From an optimization exercise on the open Yosys and OpenROAD flow, aimed at small area, a short achievable clock period and few clock cycles per item; shortcuts taken in it are not production practice. In this exercise RTL edits were held to simulation tests only and were not proved equivalent to the original. Power figures rest on the tool's default switching activity, not on a simulated workload.

### flow/design.v
`timescale 1ns / 1ps
module memoryModule #(
	parameter ramWidth = 8,
	parameter addrSize = 8) (
	input clk, rst, isIndirect,
	input [1:0] cntrl,
	input [addrSize-1:0] addr,
	input [ramWidth-1:0] dataIn,
	output [ramWidth-1:0] dataOut,
	output dataReady
	);
	reg ph;                  
	reg [15:0] ptrH, ptrL;   
	wire [7:0] rdata;
	wire startInd = cntrl[1] & isIndirect & ~ph;
	assign dataReady = cntrl[1] & (ph | ~isIndirect);
	assign dataOut = rdata;
	wire we = cntrl == 2'b11 && (ph || !isIndirect);
	wire [7:0] wdata = rst ? 8'd0 : we ? dataIn : rdata;
	wire [7:0] lt0, lf0, lt1, lf1;
	genvar g, b;
	generate
		for (b = 0; b < 8; b = b + 1) begin : lit
			g_lit u0 (.a(addr[b]), .p(ph), .t(lt0[b]), .f(lf0[b]));
			g_lit u1 (.a(addr[b]), .p(ph), .t(lt1[b]), .f(lf1[b]));
		end
	endgenerate
	wire [15:0] H, L;
	generate
		for (g = 0; g < 16; g = g + 1) begin : dec
			wire [7:0] lt = {g[0] ? lt1[7:5] : lt0[7:5], g[3] ? lt1[4] : lt0[4],
			                 g[0] ? lt1[3:1] : lt0[3:1], g[3] ? lt1[0] : lt0[0]};
			wire [7:0] lf = {g[0] ? lf1[7:5] : lf0[7:5], g[3] ? lf1[4] : lf0[4],
			                 g[0] ? lf1[3:1] : lf0[3:1], g[3] ? lf1[0] : lf0[0]};
			g_a41o uh (.a1(g[3] ? lt[7] : lf[7]), .a2(g[2] ? lt[6] : lf[6]),
			           .a3(g[1] ? lt[5] : lf[5]), .a4(g[0] ? lt[4] : lf[4]),
			           .b1(ptrH[g]), .y(H[g]));
			g_a41o ul (.a1(g[3] ? lt[3] : lf[3]), .a2(g[2] ? lt[2] : lf[2]),
			           .a3(g[1] ? lt[1] : lf[1]), .a4(g[0] ? lt[0] : lf[0]),
			           .b1(ptrL[g]), .y(L[g]));
		end
	endgenerate
	wire [15:0] Hwn, Lwn;
	generate
		for (g = 0; g < 16; g = g + 1) begin : wdec
			g_nor2 uh (.a(H[g]), .b(rst), .y(Hwn[g]));
			g_nor2 ul (.a(L[g]), .b(rst), .y(Lwn[g]));
		end
	endgenerate
	wire [255:0] row;
	wire [2047:0] words;
	generate
		for (g = 0; g < 256; g = g + 1) begin : word
			reg [7:0] q;
			g_nor2 ur (.a(Hwn[g/16]), .b(Lwn[g%16]), .y(row[g]));
			assign words[g*8 +: 8] = q;
			always @(posedge clk)
				if (row[g]) q <= wdata;
		end
	endgenerate
	generate
		for (b = 0; b < 8; b = b + 1) begin : rbit
			wire [15:0] sa, sb, t;
			wire [7:0] s3;
			wire [3:0] s4;
			for (g = 0; g < 16; g = g + 1) begin : grp
				g_ao8 ua (.r(L[7:0]),
				          .q({words[(16*g+7)*8+b], words[(16*g+6)*8+b], words[(16*g+5)*8+b], words[(16*g+4)*8+b],
				              words[(16*g+3)*8+b], words[(16*g+2)*8+b], words[(16*g+1)*8+b], words[(16*g)*8+b]}),
				          .y(sa[g]));
				g_ao8 ub (.r(L[15:8]),
				          .q({words[(16*g+15)*8+b], words[(16*g+14)*8+b], words[(16*g+13)*8+b], words[(16*g+12)*8+b],
				              words[(16*g+11)*8+b], words[(16*g+10)*8+b], words[(16*g+9)*8+b], words[(16*g+8)*8+b]}),
				          .y(sb[g]));
				g_o21ai uo (.a1(sa[g]), .a2(sb[g]), .b1(H[g]), .y(t[g]));
			end
			for (g = 0; g < 8; g = g + 1) begin : t3
				g_nand2 u (.a(t[2*g]), .b(t[2*g+1]), .y(s3[g]));
			end
			for (g = 0; g < 4; g = g + 1) begin : t4
				g_nor2 u (.a(s3[2*g]), .b(s3[2*g+1]), .y(s4[g]));
			end
			g_nand4 t5 (.a(s4[0]), .b(s4[1]), .c(s4[2]), .d(s4[3]), .y(rdata[b]));
		end
	endgenerate
	integer m;
	always @(posedge clk) begin
		if (rst) ph <= 1'b0;
		else ph <= startInd;
		for (m = 0; m < 16; m = m + 1) begin
			ptrH[m] <= ~rst & startInd & (rdata[7:4] == m);
			ptrL[m] <= ~rst & startInd & (rdata[3:0] == m);
		end
	end
endmodule
module g_lit (input a, p, output t, f);
	assign t = a & ~p;
	assign f = ~a & ~p;
endmodule
module g_a41o (input a1, a2, a3, a4, b1, output y);
	assign y = (a1 & a2 & a3 & a4) | b1;
endmodule
module g_ao8 (input [7:0] r, input [7:0] q, output y);
	assign y = ~(~((r[0] & q[0]) | (r[1] & q[1])) & ~((r[2] & q[2]) | (r[3] & q[3])) &
	             ~((r[4] & q[4]) | (r[5] & q[5])) & ~((r[6] & q[6]) | (r[7] & q[7])));
endmodule
module g_o21ai (input a1, a2, b1, output y);
	assign y = ~((a1 | a2) & b1);
endmodule
module g_nand4 (input a, b, c, d, output y);
	assign y = ~(a & b & c & d);
endmodule
module g_nand2 (input a, b, output y);
	assign y = ~(a & b);
endmodule
module g_nor2 (input a, b, output y);
	assign y = ~(a | b);
endmodule
### flow/flow/run.sh
#!/bin/bash
# Standard layout, with the ports buffered by plain buffers (buf_4, which the
# resizer may size up or down within the buf footprint) instead of the delay
# cells buffer_ports picks by default.
set -euo pipefail
bash standard.sh "BUFFER_PORTS_ARGS=-buffer_cell sky130_fd_sc_hd__buf_4" finish > standard.log 2>&1
### flow/standard.sh
#!/bin/bash
# synth_recipe.tcl (not shown) runs the flow's synth.tcl, then flattens the netlist and writes it again
# the make line also repeats each setting of config.mk as NAME=value (left out here)
make -C /OpenROAD-flow-scripts/flow DESIGN_CONFIG=/design/flow/config.mk WORK_HOME=/design/flow/orfs CLKGATE_MAP_FILE= SYNTH_SCRIPT=/design/flow/synth_recipe.tcl "${@:-finish}"
### flow/config.mk
export PLATFORM = sky130hd
export DESIGN_NAME = memoryModule
export DESIGN_NICKNAME = memoryModule
export VERILOG_FILES = /design/flow/design.v
export SDC_FILE = /design/flow/constraint.sdc
export NUM_CORES = 4
export LEC_CHECK = 0
export CAP_MARGIN = 20
export CORE_MARGIN = 2
export CORE_UTILIZATION = 60
export CTS_CLUSTER_DIAMETER = 80
export CTS_CLUSTER_SIZE = 28
export GPL_TIMING_DRIVEN = 0
export PLACE_DENSITY = 0.8
export SETUP_SLACK_MARGIN = 1.0
export SLEW_MARGIN = 20
export SYNTH_HIERARCHICAL = 1
export SYNTH_MINIMUM_KEEP_SIZE = 0
export TNS_END_PERCENT = 5
### flow/constraint.sdc
create_clock -name core_clock -period 6.0 [get_ports {clk}]
set_input_delay 1.2000 -clock core_clock [delete_from_list [all_inputs] [get_ports {clk}]]
set_output_delay 1.2000 -clock core_clock [all_outputs]
set_load 0.01 [all_outputs]
==> results of run 1 <==
==> state kept, by name (all words and copies together), names as in the netlist <==
name and count:
ph 1, ptrH 16, ptrL 16, word.q 2048
==> cells in the final DEF, fill, tap and decap left out, drive strengths merged <==
master    netlist  routed
nor3            9       9
a22oi        1024    1024
nand2          75      75
clkbuf          1     111
and4bb          2       2
nor2b          20      20
edfxtp       2048    2048
o21ai         128     128
mux2i           6       6
a41o           32      49
clkinvlp        0       1
diode           0      13
dfxtp          33      33
nand2b         17      17
and3            1       1
buf             1     246
mux2            2       3
nand4         264     264
nor2          362     362
bufbuf          0      13
and4b           2       2
and2            1       1
inv             0       2
==> Yosys stat by module, one instance, submodules excluded, a selection <==
module / flip-flops and latches / cells / area [sq um] / times used
memoryModule: 2081 / 2164 / 62640 / 1
g_lit: 0 / 2 / 17.52 / 16
g_a41o: 0 / 1 / 10.01 / 32
g_nand4: 0 / 1 / 6.256 / 8
g_o21ai: 0 / 1 / 5.005 / 128
g_nand2: 0 / 1 / 3.754 / 64
g_nor2: 0 / 1 / 3.754 / 320
==> what timing repair did <==
action / in CTS / in global routing
gates cloned: 39 / 7
gates resized for setup: 114 / 96
buffers inserted: 65 / 16
pin swaps: 61 / 64
setup endpoints to repair: 2023 / 274
==> through the flow <==
stage               cells  instance area [sq um]  setup TNS (ns)  setup slack (ns)  hold slack [ns]
floorplan            4028                  74920         -858.49           -0.6020           0.9050
global route         6055                  85230               0            0.7808           0.7692
finish               6067                  85260               0            0.7028           0.7538
global placement     5694                  77180               -            -5.718            1.128
detailed placement   5820                  80400         -178.34           -0.5380           0.8082
CTS                  6031                  84510               0            0.8952           0.7336
==> where the power goes <==
group | internal [mW] | switching (mW) | leakage, nW
combinational | 1.00 | 2.51 | 6.30
clock | 2.66 | 4.14 | 1.10
sequential | 17.9 | 0.420 | 20.2
==> logic make-up (layout without fill, tap and decap cells) <==
logic type / Yosys count / count (layout) / share of synthesized area, %
buffers and inverters: 2 / 373 / 0.02010
multiplexers: 8 / 9 / 0.1207
AO/OA/AOI/OAI: 1184 / 1201 / 11.58
other: 0 / 13 / 0
flip-flops: 2081 / 2081 / 83.25
AND/OR/NAND/NOR: 753 / 753 / 5.022
==> worst max-delay path: stages <==
cell and delay (ns):
buf_4 0.15, nor2b_4 0.17, a41o_4 0.31, buf_16 0.14
buf_4 0.19, bufbuf_16 0.33, a22oi_1 0.33, nand4_1 0.15
o21ai_1 0.21, nand2_1 0.08, nor2_1 0.33, nand4_1 0.18
buf_6 0.18, buf_4 0.14
==> worst min path at each step <==
stage | from | endpoint | slack (ns)
after global placement | word[174].q[7] | ptrH[0] | 1.13
after detailed placement | ph | ph | 0.81
after floorplan | word[86].q[7] | ptrH[1] | 0.90
final | isIndirect | ph | 0.75
after CTS | isIndirect | ph | 0.73
after global routing | isIndirect | ph | 0.77
==> metal layers <==
layer	vias up	track usage (%)	part of all wire [%]
met5	-	0	0.028
met4	10	23.59	8.6
met3	1042	9.744	14
met2	4845	53.32	46
met1	22620	43.46	31
li1	17940	-	-
==> final cells by class <==
cell class | instances | area [sq um] | area share, %
diodes | 13 | 32.53 | 0.03816
plain buffers | 2 | 15.01 | 0.01761
clock buffers | 104 | 2241 | 2.628
clock inverters | 3 | 30.03 | 0.03522
multi-input cells | 1963 | 13880 | 16.28
flip-flops and latches | 2081 | 62160 | 72.91
well taps | 1637 | 2048 | 2.402
repair buffers | 264 | 4846 | 5.684
==> results.json, run 1 <==
{
  "cts-htree-levels": 3,
  "yosys.area.top_type": "edfxtp_1",
  "die_w_microns": 356.8,
  "drv_cap": 0,
  "clockBufferDepth": 3,
  "final_util_pct": 68.96,
  "crit_path_end": "dataOut[7]",
  "worstSetupPathType": "input pin to output port",
  "synth_edf_count": 2048,
  "antenna_found_initial": 13,
  "fin_skew_ns": 0.04974,
  "ys_warn_count": 7,
  "critPathRequiredTime_ns": 4.80,
  "startpoint": "addr[1]",
  "period_needed_ns": 5.297,
  "worstMarginPinSlew_ns": 1.111,
  "p_leak_nw": 27.65,
  "io_pins": 30,
  "setup_viol": 0,
  "overflow": 0,
  "synth.top_cell.area_share_pct": 82.37,
  "areaGrowthSynthToFinish_pct": 14.19,
  "gp_congestion": 0.8200,
  "yosys_register_bits": 2081,
  "routedWlPerCell_microns": 37.29,
  "synth_cell_types": 20,
  "hold_viol_final": 0,
  "cts-root-buf": "clkbuf_16",
  "routed_wl_mm": 226.3,
  "startpoint_type": "input pin",
  "endpoint_kind": "output port",
  "synth_cells": 4028,
  "core_area_sq_mm": 0.1236,
  "clkLatencyLatePin_ns": 0.74,
  "regToRegSetupSlack_ns": 0.88,
  "fp-row-count": 129,
  "grt_pass1_vias": 43850,
  "dieArea_sq_mm": 0.1273,
  "hold_path.class": "input pin to flip-flop",
  "num_vias": 46450,
  "total_power_mw": 28.66,
  "rsz0062_at_grt": "yes",
  "ant_nets": 0,
  "numPortBuffers": 29,
  "hold_depth": 3,
  "grt_pass1_wl_mm": 311.3,
  "max_freq_mhz": 188.8,
  "ff2ff_path_depth": 18,
  "p_per_area_mw_per_mm2": 336.1,
  "viasPerCell": 7.656,
  "cts_buffers": 84,
  "nNetsFinal": 4417,
  "die_height_microns": 356.8,
  "grt_max_degree": 119,
  "rr_endpoint": "word[130].q[5]",
  "clock_sinks": 2081,
  "dr.pass1.iters": 12,
  "max_slew_margin_pct": 25.67,
  "seq_area_frac_synth_pct": 83.25,
  "synth.top_cells.by_area": "edfxtp_1 82%, a22oi_1 10%, nand4_1 2.2%",
  "ir_drop_mv": 0.3301,
  "grt.total_usage_pct": 34.72,
  "final_max_slew_viol_count": 0,
  "synthArstFlopShare_pct": 0,
  "yosys-top-cells-count": "2048 x edfxtp_1, 1024 x a22oi_1, 362 x nor2_1",
  "cp.arrival_ns": 4.10,
  "cts_hold_repair.buffers": 0,
  "status": "no timing/DRC/antenna violations",
  "synth_area_sq_mm": 0.07466,
  "drc": 0,
  "place_hpwl_mm": 122.3,
  "synth_most_common_cell": "edfxtp_1",
  "synth_flop_cell": "edfxtp_1",
  "period_share_pct": 88.29,
  "cts_tree": "built",
  "fillers": 7038,
  "drt_iter0_drc": 9595,
  "clk_pin_slew_ns": 0.11,
  "syn_nets": 4049,
  "synth_area_per_cell_sq_um": 18.54,
  "initial_utilization_pct": 60.39,
  "r2r-start": "ph",
  "drive_above_1_share_pct": 13.65,
  "path_max_fanout": 19
}
Testbench counts, summed over its fixed seeds: cycles 7,680, items 6,400.
==> run 2: changes to the inputs <==
--- a/flow/config.mk
+++ b/flow/config.mk
@@ -11,7 +11,6 @@
 export CTS_CLUSTER_DIAMETER = 80
 export CTS_CLUSTER_SIZE = 28
 export GPL_TIMING_DRIVEN = 0
-export PLACE_DENSITY = 0.8
 export SETUP_SLACK_MARGIN = 1.0
 export SLEW_MARGIN = 20
 export SYNTH_HIERARCHICAL = 1
==> results.json, run 2 <==
{
  "critPathRequiredTime_ns": 4.80,
  "place_hpwl_mm": 126.3,
  "numPortBuffers": 29,
  "worstPathCellList": "buf_4 > nor2b_4 > buf_4 > a41o_4 > buf_16 > buf_16 > a22oi_2 > nand4_1 > o21ai_2 > nand2_2 > nor2_4 > nand4_1 > buf_4 > buf_4",
  "crit_top_cell": "buf_4",
  "synth_area_sq_mm": 0.07466,
  "synth_most_common_cell": "edfxtp_1",
  "num_vias": 43270,
  "clock_sinks": 2081,
  "final_common_cell": "edfxtp_1",
  "routed_wl_mm": 213.0,
  "gp_congestion": 0.7794,
  "synth_edf_count": 2048,
  "final_cell_mix": "2048 x edfxtp_1, 1008 x a22oi_1, 301 x nor2_1",
  "critPathBufInv": 6,
  "worstMarginPinSlew_ns": 1.093,
  "max_slew_margin_pct": 26.87,
  "drive_above_1_share_pct": 12.37,
  "max_stage_delay_ns": 0.26,
  "io_pins": 30,
  "synth_cells": 4028,
  "hold_viol_final": 0,
  "startpoint_type": "input pin",
  "cts_tree": "built",
  "rr_endpoint": "word[51].q[4]",
  "largest_reg_flops": 2048,
  "max_freq_mhz": 195.3,
  "yosys_register_bits": 2081,
  "seq_area_frac_synth_pct": 83.25,
  "cp_slowest_cell": "o21ai_2",
  "reg_top3": "word.q: 2048 flops, ptrH: 16 flops, ptrL: 16 flops",
  "ir_drop_mv": 0.3126,
  "dr.pass1.iters": 8,
  "regToRegSetupSlack_ns": 1.09,
  "hold_start": "isIndirect",
  "path_delay_family": "buffers and inverters",
  "r2r-start": "ph",
  "synth_flop_cell": "edfxtp_1",
  "grt_pass1_wl_mm": 298.7,
  "startpoint": "addr[0]",
  "core_area_sq_mm": 0.1236,
  "dp_slack_ns": -0.3959,
  "status": "no timing/DRC/antenna violations",
  "final_cells": 6052,
  "synth_cell_types": 20,
  "clk_pin_slew_ns": 0.10,
  "p_leak_nw": 27.58,
  "antenna_found_initial": 14,
  "synth_area_per_cell_sq_um": 18.54,
  "period_share_pct": 85.35,
  "period_needed_ns": 5.121,
  "fin_skew_ns": 0.03631,
  "dieArea_sq_mm": 0.1273,
  "overflow": 0,
  "grt_pass1_vias": 40830,
  "worst_slack_ns": 0.8791,
  "cts-root-buf": "clkbuf_16",
  "clockBufferDepth": 3,
  "drt_iter0_drc": 7007,
  "worstSetupPathType": "input pin to output port",
  "grt.total_usage_pct": 33.47,
  "nNetsFinal": 4407,
  "initial_utilization_pct": 60.39,
  "endpoint_kind": "output port",
  "top_register": "word.q",
  "fp-row-count": 129,
  "synth.top_cell.area_share_pct": 82.37,
  "hold_depth": 3,
  "die_height_microns": 356.8,
  "p_per_area_mw_per_mm2": 337.1,
  "ys_warn_count": 7,
  "setup_viol": 0,
  "drv_cap": 0,
  "synthArstFlopShare_pct": 0,
  "multiInputGateArea_sq_mm": 0.01366,
  "crit_cells": 14,
  "hold_path.class": "input pin to flip-flop",
  "yosys-top-cells-count": "2048 x edfxtp_1, 1024 x a22oi_1, 362 x nor2_1",
  "drc": 0,
  "routedWlPerCell_microns": 35.20,
  "crit_path_end": "dataOut[6]",
  "register_area_sq_mm": 0.06216,
  "path_max_fanout": 42,
  "final_max_slew_viol_count": 0,
  "cts_buffers": 86,
  "die_w_microns": 356.8,
  "ant_nets": 0,
  "rsz0062_at_grt": "yes",
  "areaGrowthSynthToFinish_pct": 13.57,
  "cts-htree-levels": 3,
  "grt_max_degree": 121,
  "fillers": 8074,
  "syn_nets": 4049,
  "yosys.area.top_type": "edfxtp_1",
  "viasPerCell": 7.149,
  "place_inst": 5833,
  "synth.top_cells.by_area": "edfxtp_1 82%, a22oi_1 10%, nand4_1 2.2%",
  "ff2ff_path_depth": 21,
  "clkLatencyLatePin_ns": 0.73,
  "cp.arrival_ns": 3.92
}
[run 2: modules after synthesis (local to each module, per instance)]
| module | flops+latches | cells | cell area, sq um |
|---|---|---|---|
| memoryModule | 2081 | 2164 | 62640 |
| g_nor2 | 0 | 1 | 3.754 |
| g_nand2 | 0 | 1 | 3.754 |
| g_a41o | 0 | 1 | 10.01 |
| g_ao8 | 0 | 5 | 36.28 |
| g_lit | 0 | 2 | 17.52 |
| g_o21ai | 0 | 1 | 5.005 |
| g_nand4 | 0 | 1 | 6.256 |
[run 2: worst min-delay path by stage]
stage,slack (ns),endpoint
final,0.77,ph
after detailed placement,0.83,ph
after global placement,1.13,ptrL[0]
after global routing,0.74,ph
after floorplan,0.90,ptrH[1]
after CTS,0.71,ph
[run 2: what timing repair did]
action                      CTS  global route
setup buffers                69             2
hold endpoints to repair      0             0
gates cloned                 28             1
pin swaps                    64             0
setup endpoints to repair  1962           187
hold buffers                  0             0
resized for setup           127             4
[run 2: cell families after synthesis]
kind of cell           Yosys count  synth area share [%]
multiplexers                     8                0.1207
flip-flops                    2081                 83.25
AO/OA/AOI/OAI                 1184                 11.58
AND/OR/NAND/NOR                753                 5.022
buffers and inverters            2               0.02010
[run 2: layer usage]
layer | share of wire [%] | wire length [microns] | global-route usage (%) | up-vias
met5 | 0.047 | 100 | 0 | -
met4 | 3.3 | 7044 | 10.45 | 16
met3 | 12 | 24770 | 6.512 | 315
met2 | 45 | 96310 | 50.06 | 2749
met1 | 40 | 84830 | 50.62 | 22260
li1 | - | - | - | 17930
[run 2: worst reg2reg max path, stage by stage, from the launching register on]
cell,delay [ns]
dfxtp_4,0.38
buf_12,0.15
nor2_4,0.49
a41o_4,0.35
buf_12,0.25
bufbuf_16,0.43
a22oi_1,0.11
nand4_1,0.13
o21ai_1,0.10
nand2_2,0.21
nor2_4,0.09
nand4_1,0.10
buf_4,0.17
nand2b_1,0.10
mux2i_4,0.37
buf_16,0.22
buf_16,0.18
buf_16,0.18
buf_16,0.17
buf_16,0.17
buf_8,0.19
buf_8,0.20
[run 2: where the power goes]
group,internal [mW],total [mW],switching (mW)
Combinational,1.00,3.40,2.40
Sequential,17.9,18.2,0.334
Clock,2.73,6.94,4.20
Total,21.6,28.6,6.93
[run 2: per-stage QoR]
step | util [%] | TNS [ns] | cell area, sq um | hold WS (ns) | total power, mW
after global placement | 62.43 | - | 77180 | 1.130 | 21.15
final | 68.58 | 0 | 84800 | 0.7673 | 28.58
after global routing | 68.58 | 0 | 84790 | 0.7376 | 29.38
after detailed placement | 65.31 | -85.88 | 80740 | 0.8264 | 21.67
after CTS | 68.51 | 0 | 84700 | 0.7138 | 28.58
after floorplan | - | -858.49 | 74920 | 0.9050 | 19.86
[run 2: area by class of cell]
class                   count  share of cell area (%)
diodes                      2                0.005902
plain buffers               2                 0.01771
clock buffers              97                   2.662
clock inverters            18                  0.1608
multi-input cells        1968                   16.11
flip-flops and latches   2081                   73.31
well taps                1637                   2.415
repair buffers            247                   5.315
==> run 3: changes to the inputs <==
--- a/flow/config.mk
+++ b/flow/config.mk
@@ -7,10 +7,11 @@
 export LEC_CHECK = 0
 export CAP_MARGIN = 20
 export CORE_MARGIN = 2
-export CORE_UTILIZATION = 60
+export CORE_UTILIZATION = 63
 export CTS_CLUSTER_DIAMETER = 80
 export CTS_CLUSTER_SIZE = 28
 export GPL_TIMING_DRIVEN = 0
+export PLACE_DENSITY = 0.72
 export SETUP_SLACK_MARGIN = 1.0
 export SLEW_MARGIN = 20
 export SYNTH_HIERARCHICAL = 1
==> results.json, run 3 <==
{
  "status": "no timing/DRC/antenna violations",
  "synth_area_sq_mm": 0.07466,
  "top_register": "word.q",
  "postPlaceCellArea_sq_mm": 0.08016,
  "clk_pin_slew_ns": 0.10,
  "synth_cells": 4028,
  "clockBufferDepth": 3,
  "worstMarginPinSlew_ns": 1.131,
  "ff2ff_path_depth": 18,
  "synth_edf_count": 2048,
  "synthArstFlopShare_pct": 0,
  "regToRegSetupSlack_ns": 1.07,
  "antenna_found_initial": 8,
  "fin_skew_ns": 0.04855,
  "p_leak_nw": 27.23,
  "num_vias": 43380,
  "drt_iter0_drc": 7472,
  "max_slew_margin_pct": 24.35,
  "final_max_slew_viol_count": 0,
  "final_common_cell": "edfxtp_1",
  "p_per_area_mw_per_mm2": 337.1,
  "yosys.area.top_type": "edfxtp_1",
  "hold_start": "isIndirect",
  "max_freq_mhz": 195.6,
  "io_pins": 30,
  "areaGrowthSynthToFinish_pct": 12.50,
  "largest_reg_flops": 2048,
  "startpoint_type": "flip-flop",
  "drc": 0,
  "cts_buffers": 84,
  "die_height_microns": 348.3,
  "synth_area_per_cell_sq_um": 18.54,
  "fin_hold_ws_ns": 0.7732,
  "grt.total_usage_pct": 32.91,
  "synth_top_family_by_area": "compound AO/OA/AOI/OAI gates",
  "power_switching_mw": 6.799,
  "comb_power_share_pct": 11.5,
  "path_max_fanout": 22,
  "drv_cap": 0,
  "cts_hold_repair.buffers": 0,
  "yosys-mux-area-fraction_pct": 0.1207,
  "fillers": 6814,
  "min_to": "ph",
  "cp.arrival_ns": 3.91,
  "routed_wl_mm": 202.1,
  "register_area_sq_mm": 0.06216,
  "period_share_pct": 85.22,
  "drive_above_1_share_pct": 11.82,
  "clkLatencyLatePin_ns": 0.73,
  "rr_endpoint": "word[58].q[6]",
  "overflow": 0,
  "cts-htree-levels": 3,
  "seq_area_frac_synth_pct": 83.25,
  "synth_cell_types": 20,
  "fp-row-count": 126,
  "final_cell_area_sq_mm": 0.08400,
  "cts-root-buf": "clkbuf_16",
  "finalSetupTns_ns": 0,
  "clock_sinks": 2081,
  "synth.top_cells.by_area": "edfxtp_1 82%, a22oi_1 10%, nand4_1 2.2%",
  "final_cell_mix": "2048 x edfxtp_1, 991 x a22oi_1, 306 x nor2_1",
  "dr.pass1.iters": 8,
  "synth_most_common_cell": "edfxtp_1",
  "sw_frac_of_total_pct": 24.01,
  "nNetsFinal": 4379,
  "dieArea_sq_mm": 0.1213,
  "reg_top3": "word.q: 2048 flops, ptrH: 16 flops, ptrL: 16 flops",
  "r2r-start": "ph",
  "synthAdderAreaFrac_pct": 0,
  "routedWlPerCell_microns": 34.09,
  "place_hpwl_mm": 119.1,
  "total_power_mw": 28.31,
  "initial_utilization_pct": 63.40,
  "gp_congestion": 0.8210,
  "synth.top_cell.area_share_pct": 82.37,
  "hold_path.class": "input pin to flip-flop",
  "synthXorXnorAreaFrac_pct": 0,
  "core_area_sq_mm": 0.1178,
  "ys_warn_count": 7,
  "die_w_microns": 348.3,
  "cts_tree": "built",
  "grt_pass1_vias": 40930,
  "critPathRequiredTime_ns": 4.80,
  "grt_max_degree": 111,
  "endpoint_kind": "output port",
  "ant_nets": 0,
  "startpoint": "ph",
  "yosys.area_share.simple_pct": 5.022,
  "hold_viol_final": 0,
  "viasPerCell": 7.317,
  "synth_compound_gate_area_share_pct": 11.58,
  "period_needed_ns": 5.113,
  "clkPwrFrac_pct": 24.0,
  "final_util_pct": 71.33,
  "worstSetupPathType": "flip-flop to output port",
  "synth_flop_cell": "edfxtp_1",
  "numPortBuffers": 29,
  "ir_drop_mv": 0.3025,
  "grt_pass1_wl_mm": 285.0,
  "syn_nets": 4049,
  "hold_depth": 3,
  "internal-power_mw": 21.51,
  "setup_viol": 0,
  "yosys_register_bits": 2081,
  "rsz0062_at_grt": "yes",
  "yosys-top-cells-count": "2048 x edfxtp_1, 1024 x a22oi_1, 362 x nor2_1",
  "multiInputGateArea_sq_mm": 0.01367,
  "seqPwrFrac_pct": 64.6
}
run 3: what timing repair did:
action	4_1_cts	5_1_grt
setup endpoints to repair	1856	157
endpoints found under the hold margin	0	0
cloned	19	1
pin swaps	36	25
buffers inserted	58	18
gates resized for setup	77	59
run 3: cells by family after synthesis:
family	count (synthesis)
flip-flops	2081
AND/OR/NAND/NOR	753
AO/OA/AOI/OAI	1184
multiplexers	8
buffers and inverters	2
run 3: worst max path at each step:
stage	slack, ns	to	cells after the start
6_report	0.89	dataOut[2]	13
5_1_grt	0.92	dataOut[7]	14
2_1_floorplan	-0.60	word[0].q[6]	10
3_3_place_gp	-5.53	word[58].q[2]	10
3_5_place_dp	-0.17	word[66].q[3]	17
4_1_cts	0.98	dataOut[3]	12
run 3: per-module statistics from Yosys, one instance, submodules excluded:
module	area, sq um	copies in the design	cells inside
g_ao8	36.28	256	5
g_o21ai	5.005	128	1
memoryModule	62640	1	2164
g_nand4	6.256	8	1
g_a41o	10.01	32	1
g_nand2	3.754	64	1
g_lit	17.52	16	2
g_nor2	3.754	320	1
run 3: final cells by class:
type                            instances  share of cell area, %
Sequential cell                      2081                  74.01
Clock inverter                          6                0.08490
Clock buffer                          113                  2.683
Multi-Input combinational cell       1964                  16.28
Buffer                                  2                0.01787
Tap cell                             1536                  2.288
Antenna cell                            2               0.005958
Timing Repair Buffer                  225                  4.635
run 3: per-layer routing:
layer  share of wire [%]  track usage, %  wire (microns)  up-vias
met3                  12           7.296           24430      466
met2                  47           50.71           94250     3148
met1                  36           45.56           72470    21890
met4                 5.4           15.41           10880       12
li1                    -               -               -    17860
met5               0.039               0              79        -
run 3: stage by stage:
stage | setup slack (ns) | std cells
floorplan | -0.6020 | 4028
global placement | -5.532 | 5593
detailed placement | -0.1706 | 5712
CTS | 0.9788 | 5908
global route | 0.9224 | 5927
finish | 0.8868 | 5929
run 3: power groups by stage:
stage	sequential [mW]	clock [mW]	combinational, mW
floorplan	18.6	0	1.30
global placement	18.7	0	2.31
detailed placement	18.6	0	2.94
CTS	18.3	6.81	3.13
global route	18.4	7.25	3.37
finish	18.3	6.78	3.24
run 3: critical path, cell delays in order, from the launching register on:
cell,delay [ns]
dfxtp_4,0.50
buf_4,0.18
buf_12,0.10
nor2b_4,0.07
buf_4,0.22
a41o_2,0.49
a22oi_1,0.31
nand4_1,0.21
o21ai_2,0.31
nand2_1,0.11
nor2_2,0.18
nand4_1,0.15
buf_4,0.20
buf_4,0.14
==> run 4: changes to the inputs <==
--- a/flow/config.mk
+++ b/flow/config.mk
@@ -7,7 +7,7 @@
 export LEC_CHECK = 0
 export CAP_MARGIN = 20
 export CORE_MARGIN = 2
-export CORE_UTILIZATION = 63
+export CORE_UTILIZATION = 60
 export CTS_CLUSTER_DIAMETER = 80
 export CTS_CLUSTER_SIZE = 28
 export GPL_TIMING_DRIVEN = 0
==> results.json, run 4 <==
{
  "status": "no timing/DRC/antenna violations",
  "clockBufferDepth": 3,
  "drv_cap": 0,
  "die_height_microns": 356.8,
  "yosys-top-cells-count": "2048 x edfxtp_1, 1024 x a22oi_1, 362 x nor2_1",
  "regToRegSetupSlack_ns": 0.97,
  "cp.arrival_ns": 3.94,
  "postPlaceCellArea_sq_mm": 0.08039,
  "reg_top3": "word.q: 2048 flops, ptrH: 16 flops, ptrL: 16 flops",
  "place_inst": 5818,
  "path_max_fanout": 27,
  "yosys_register_bits": 2081,
  "ant_nets": 0,
  "antenna_found_initial": 10,
  "routed_wl_mm": 212.3,
  "dieArea_sq_mm": 0.1273,
  "fin_skew_ns": 0.04887,
  "seq_area_frac_synth_pct": 83.25,
  "cts_tree": "built",
  "drc": 0,
  "dr.pass1.iters": 6,
  "cts-htree-levels": 3,
  "drt_iter0_drc": 8586,
  "final_util_pct": 68.09,
  "cts-root-buf": "clkbuf_16",
  "grt_pass1_vias": 41620,
  "worstMarginPinSlew_ns": 1.169,
  "ys_warn_count": 7,
  "hold_path.class": "input pin to flip-flop",
  "num_vias": 44060,
  "synth_edf_count": 2048,
  "p_leak_nw": 27.34,
  "hold_depth": 3,
  "synth.top_cell.area_share_pct": 82.37,
  "r2r-start": "ph",
  "place_hpwl_mm": 120.1,
  "fp-row-count": 129,
  "critPathRequiredTime_ns": 4.80,
  "areaGrowthSynthToFinish_pct": 12.75,
  "die_w_microns": 356.8,
  "hold_start": "isIndirect",
  "grt.total_usage_pct": 33.11,
  "core_area_sq_mm": 0.1236,
  "final_cell_mix": "2048 x edfxtp_1, 1016 x a22oi_1, 306 x nor2_1",
  "rr_endpoint": "word[58].q[4]",
  "clock_sinks": 2081,
  "startpoint_type": "input pin",
  "clkLatencyLatePin_ns": 0.72,
  "cts_buffers": 85,
  "viasPerCell": 7.281,
  "gp_congestion": 0.8161,
  "top_register": "word.q",
  "max_slew_margin_pct": 22.06,
  "ir_drop_mv": 0.2852,
  "hold_viol_final": 0,
  "cts_hold_repair.buffers": 0,
  "final_cells": 6051,
  "worstSetupPathType": "input pin to output port",
  "final_max_slew_viol_count": 0,
  "max_freq_mhz": 194.6,
  "grt_max_degree": 127,
  "drive_above_1_share_pct": 11.11,
  "yosys.area.top_type": "edfxtp_1",
  "nNetsFinal": 4394,
  "clk_pin_slew_ns": 0.10,
  "io_pins": 30,
  "synthArstFlopShare_pct": 0,
  "synth_cells": 4028,
  "initial_utilization_pct": 60.39,
  "p_per_area_mw_per_mm2": 338.6,
  "synth_area_sq_mm": 0.07466,
  "synth_cell_types": 20,
  "synth_most_common_cell": "edfxtp_1",
  "largest_reg_flops": 2048,
  "syn_nets": 4049,
  "routedWlPerCell_microns": 35.08,
  "synth_area_per_cell_sq_um": 18.54,
  "final_common_cell": "edfxtp_1",
  "min_to": "ph",
  "final_cell_area_sq_mm": 0.08418,
  "grt_pass1_wl_mm": 296.8,
  "period_share_pct": 85.63,
  "synth_flop_cell": "edfxtp_1",
  "synth.top_cells.by_area": "edfxtp_1 82%, a22oi_1 10%, nand4_1 2.2%",
  "ff2ff_path_depth": 21,
  "endpoint_kind": "output port",
  "setup_viol": 0,
  "period_needed_ns": 5.138,
  "overflow": 0,
  "numPortBuffers": 29,
  "rsz0062_at_grt": "yes"
}
run 4: per-stage QoR:
step	worst slack, ns	hold WS, ns	setup TNS, ns	power (mW)
3_3_place_gp	-5.756	1.160	-	21.06
2_1_floorplan	-0.6020	0.9050	-858.49	19.86
3_5_place_dp	-0.3866	0.8235	-62.85	21.59
4_1_cts	0.9867	0.7231	0	28.37
6_report	0.8624	0.7639	0	28.51
5_1_grt	0.8963	0.7590	0	29.19
run 4: final cells by class:
| cell class | instances | area, sq um |
|---|---|---|
| fillers | 7743 | 39450 |
| repair buffers | 232 | 4019 |
| well taps | 1637 | 2048 |
| clock inverters | 4 | 63.81 |
| clock buffers | 122 | 2308 |
| flip-flops and latches | 2081 | 62160 |
| plain buffers | 2 | 15.01 |
| multi-input cells | 1971 | 13560 |
| diodes | 2 | 5.005 |
run 4: power by group:
group | switching (mW) | internal [mW]
logic | 2.39 | 0.945
registers | 0.362 | 17.9
clock network | 4.16 | 2.72
run 4: timing repair:
action                     4_1_cts  5_1_grt
hold endpoints to repair         0        0
pin swaps                       39        1
setup endpoints to repair     1876      191
cloned                          26        2
gates resized for setup         77       12
setup buffers                   70        7
run 4: worst max-delay path: stages:
cell	delay, ns
buf_4	0.15
nor2b_4	0.16
a41o_4	0.30
buf_12	0.16
buf_12	0.19
a22oi_1	0.24
nand4_1	0.19
o21ai_1	0.37
nand2_1	0.21
nor2_2	0.23
nand4_1	0.13
buf_4	0.18
buf_4	0.14
run 4: layer usage:
metal / vias up / routed length [microns] / share of wire, % / GRT usage (%)
met5: - / 140 / 0.066 / 0
met4: 20 / 11120 / 5.2 / 15.94
met3: 532 / 29060 / 14 / 9.207
met2: 3356 / 97530 / 46 / 49.91
met1: 22220 / 74400 / 35 / 45.28
li1: 17940 / - / - / -
run 4: worst max path at each step:
stage	from	to	slack [ns]
floorplan	addr[1]	word[0].q[6]	-0.60
global placement	ph	word[200].q[2]	-5.76
detailed placement	addr[0]	word[62].q[5]	-0.39
CTS	ph	dataOut[0]	0.99
global route	ph	dataOut[6]	0.90
finish	addr[1]	dataOut[5]	0.86
run 4: modules after synthesis, one instance, submodules excluded:
module,flops+latches,area (sq um)
g_lit,0,17.52
g_a41o,0,10.01
g_nand4,0,6.256
g_nor2,0,3.754
g_ao8,0,36.28
g_nand2,0,3.754
memoryModule,2081,62640
g_o21ai,0,5.005
run 4: kinds of logic after synthesis:
logic type / Yosys count / share of synthesized area, %
buffers and inverters: 2 / 0.02010
DFF: 2081 / 83.25
and+or+nand+nor: 753 / 5.022
muxes: 8 / 0.1207
AOI/OAI and AO/OA: 1184 / 11.58
==> run 5: changes to the inputs <==
--- a/flow/config.mk
+++ b/flow/config.mk
@@ -12,7 +12,7 @@
 export CTS_CLUSTER_SIZE = 28
 export GPL_TIMING_DRIVEN = 0
 export PLACE_DENSITY = 0.72
-export SETUP_SLACK_MARGIN = 1.0
+export SETUP_SLACK_MARGIN = 1.2
 export SLEW_MARGIN = 20
 export SYNTH_HIERARCHICAL = 1
 export SYNTH_MINIMUM_KEEP_SIZE = 0
==> results.json, run 5 <==
{
  "synth_edf_count": 2048,
  "dp_slack_ns": -0.3866,
  "cp.arrival_ns": 3.83,
  "areaGrowthSynthToFinish_pct": 15.60,
  "fp-row-count": 129,
  "final_cell_area_sq_mm": 0.08631,
  "postPlaceCellArea_sq_mm": 0.08039,
  "numPortBuffers": 29,
  "routedWlPerCell_microns": 37.80,
  "synth_flop_cell": "edfxtp_1",
  "overflow": 0,
  "endpoint_kind": "output port",
  "io_pins": 30,
  "nNetsFinal": 4453,
  "worstMarginPinSlew_ns": 1.196,
  "fillers": 7408,
  "syn_nets": 4049,
  "viasPerCell": 7.448,
  "period_share_pct": 83.82,
  "synth_cell_types": 20,
  "worst_slack_ns": 0.9709,
  "cts_buffers": 85,
  "antenna_found_initial": 12,
  "regToRegSetupSlack_ns": 1.11,
  "core_area_sq_mm": 0.1236,
  "cts-htree-levels": 3,
  "final_cell_mix": "2048 x edfxtp_1, 929 x a22oi_1, 294 x nor2_1",
  "critPathRequiredTime_ns": 4.80,
  "synth.top_cells.by_area": "edfxtp_1 82%, a22oi_1 10%, nand4_1 2.2%",
  "status": "no timing/DRC/antenna violations",
  "ir_drop_mv": 0.2849,
  "dieArea_sq_mm": 0.1273,
  "cts_tree": "built",
  "place_hpwl_mm": 120.1,
  "largest_reg_flops": 2048,
  "routed_wl_mm": 231.0,
  "clk_pin_slew_ns": 0.10,
  "fin_hold_ws_ns": 0.7573,
  "crit_top_cell": "buf_4",
  "final_max_slew_viol_count": 0,
  "rsz0062_at_grt": "yes",
  "grt_max_degree": 127,
  "drt_iter0_drc": 9540,
  "final_cells": 6111,
  "path_delay_family": "buffers and inverters",
  "p_leak_nw": 27.98,
  "max_stage_delay_ns": 0.31,
  "synth_area_sq_mm": 0.07466,
  "ant_nets": 0,
  "reg_top3": "word.q: 2048 flops, ptrH: 16 flops, ptrL: 16 flops",
  "sw_frac_of_total_pct": 24.72,
  "drv_cap": 0,
  "yosys_register_bits": 2081,
  "synthArstFlopShare_pct": 0,
  "die_height_microns": 356.8,
  "grt_pass1_wl_mm": 311.8,
  "worstPathCellList": "buf_4 > nor2b_4 > buf_4 > a41o_4 > buf_12 > clkbuf_16 > a22oi_1 > nand4_1 > o21ai_2 > nand2_1 > nor2_2 > nand4_1 > buf_4 > buf_4",
  "setup_viol": 0,
  "max_freq_mhz": 198.8,
  "comb_power_share_pct": 12.4,
  "dr.pass1.iters": 9,
  "ys_warn_count": 7,
  "seq_area_frac_synth_pct": 83.25,
  "grt_pass1_vias": 42700,
  "path_max_fanout": 12,
  "num_vias": 45520,
  "power_switching_mw": 7.121,
  "die_w_microns": 356.8,
  "clockBufferDepth": 3,
  "yosys-top-cells-count": "2048 x edfxtp_1, 1024 x a22oi_1, 362 x nor2_1",
  "top_register": "word.q",
  "yosys.area.top_type": "edfxtp_1",
  "drive_above_1_share_pct": 15.92,
  "worstSetupPathType": "input pin to output port",
  "hold_path.class": "input pin to flip-flop",
  "initial_utilization_pct": 60.39,
  "gp_congestion": 0.8161,
  "synth.top_cell.area_share_pct": 82.37,
  "startpoint_type": "input pin",
  "grt.total_usage_pct": 35.14,
  "hold_viol_final": 0,
  "clkPwrFrac_pct": 24.0,
  "period_needed_ns": 5.029,
  "cts_hold_repair.buffers": 0,
  "fin_skew_ns": 0.05924,
  "synth_most_common_cell": "edfxtp_1",
  "p_per_area_mw_per_mm2": 333.8,
  "synth_area_per_cell_sq_um": 18.54,
  "final_common_cell": "edfxtp_1",
  "critPathBufInv": 6,
  "place_inst": 5818,
  "drc": 0,
  "clock_sinks": 2081,
  "synth_cells": 4028,
  "internal-power_mw": 21.68,
  "cts-root-buf": "clkbuf_16",
  "clkLatencyLatePin_ns": 0.73,
  "finalSetupTns_ns": 0,
  "max_slew_margin_pct": 20.28,
  "cp_slowest_cell": "a41o_4",
  "seqPwrFrac_pct": 63.6
}
## run 5: cell counts after synthesis
No cell type changed its count.
## run 5: metal layers
metal / wire [microns] / GRT usage, %
met1: 76680 / 46.93
met5: 198 / 0
met2: 103500 / 52.05
met4: 15340 / 19.16
met3: 35330 / 11.16
## run 5: modules after synthesis, one instance, submodules excluded
module | times used | flops+latches | cell area (sq um) | cells inside
g_nor2 | 320 | 0 | 3.754 | 1
g_a41o | 32 | 0 | 10.01 | 1
g_ao8 | 256 | 0 | 36.28 | 5
g_o21ai | 128 | 0 | 5.005 | 1
g_nand4 | 8 | 0 | 6.256 | 1
memoryModule | 1 | 2081 | 62640 | 2164
g_lit | 16 | 0 | 17.52 | 2
g_nand2 | 64 | 0 | 3.754 | 1
## run 5: power by group through the flow
stage	registers (mW)	clock network, mW	logic, mW
4_1_cts	18.3	6.89	3.34
6_report	18.3	6.92	3.57
3_5_place_dp	18.6	0	2.99
3_3_place_gp	18.7	0	2.34
5_1_grt	18.4	7.37	3.65
2_1_floorplan	18.6	0	1.30
## run 5: layout make-up
cell class / instances / area (sq um) / share of cell area (%)
Antenna cell: 3 / 7.507 / 0.008698
Multi-Input combinational cell: 1969 / 14390 / 16.67
Clock inverter: 4 / 63.81 / 0.07393
Clock buffer: 122 / 2308 / 2.675
Tap cell: 1637 / 2048 / 2.373
Sequential cell: 2081 / 62160 / 72.02
Buffer: 2 / 15.01 / 0.01740
Timing Repair Buffer: 293 / 5311 / 6.154
## run 5: cells by family after synthesis
group	after synthesis	synth area share, %
buffers and inverters	2	0.02010
AND/OR/NAND/NOR	753	5.022
multiplexers	8	0.1207
AO/OA/AOI/OAI	1184	11.58
flip-flops	2081	83.25
## run 5: through the flow
| stage | power (mW) | utilization (%) |
|---|---|---|
| after global routing | 29.42 | 69.80 |
| after detailed placement | 21.59 | 65.02 |
| final | 28.81 | 69.81 |
| after global placement | 21.06 | 62.43 |
| after CTS | 28.50 | 69.12 |
| after floorplan | 19.86 | - |
## run 5: path summary, 6_finish.rpt
kind | start | endpoint | cells past startpoint
setup / recovery | addr[3] | dataOut[6] | 14
hold / removal | isIndirect | ph | 3
setup reg to reg | ph | word[52].q[5] | 15
hold reg to reg | ph | ph | 4
## run 5: timing repair
item / 4_1_cts / 5_1_grt
pin swaps: 116 / 108
gates resized for setup: 207 / 101
cloned: 50 / 12
setup buffers: 87 / 15
endpoints found under the setup margin: 2056 / 324
## run 5: tightest hold or removal path: cells and delay by family
kind / cells / cell delay [ns]
buffers and inverters: 1 / 0.15
and+or+nand+nor: 2 / 0.10

separate check: timing with driven ports:
How much do the figures lean on ideal ports? The routed layouts below were timed once more, with nothing changed but the port constraints. Step 1: set_driving_cell puts a clkbuf_16 on clk and a buf_2 on each other input, an assumption about the parent block. Step 2, shift: input delay + t, output delay - t, t = (earliest + latest rising clock arrival at the registers) / 2. This alone moves slack from input paths to output paths. Three values: no drivers, after step 1, after step 2; two values: the first two.
run	shift t [ns]	setup WS [ns]	worst setup path at the end
run 1	0.796	0.703 / 0.621 / 0.070	input to register
run 2	0.795	0.879 / 0.809 / 0.270	input to register
run 3	0.786	0.887 / 0.807 / 0.291	input to register
run 4	0.782	0.862 / 0.803 / 0.245	input to register
run 5	0.787	0.971 / 0.923 / 0.401	input to register
After both steps every run listed still meets setup and hold. For run 1, which loses most, drivers alone change the setup slack by -0.082 ns; drivers and shift together by -0.633 ns.
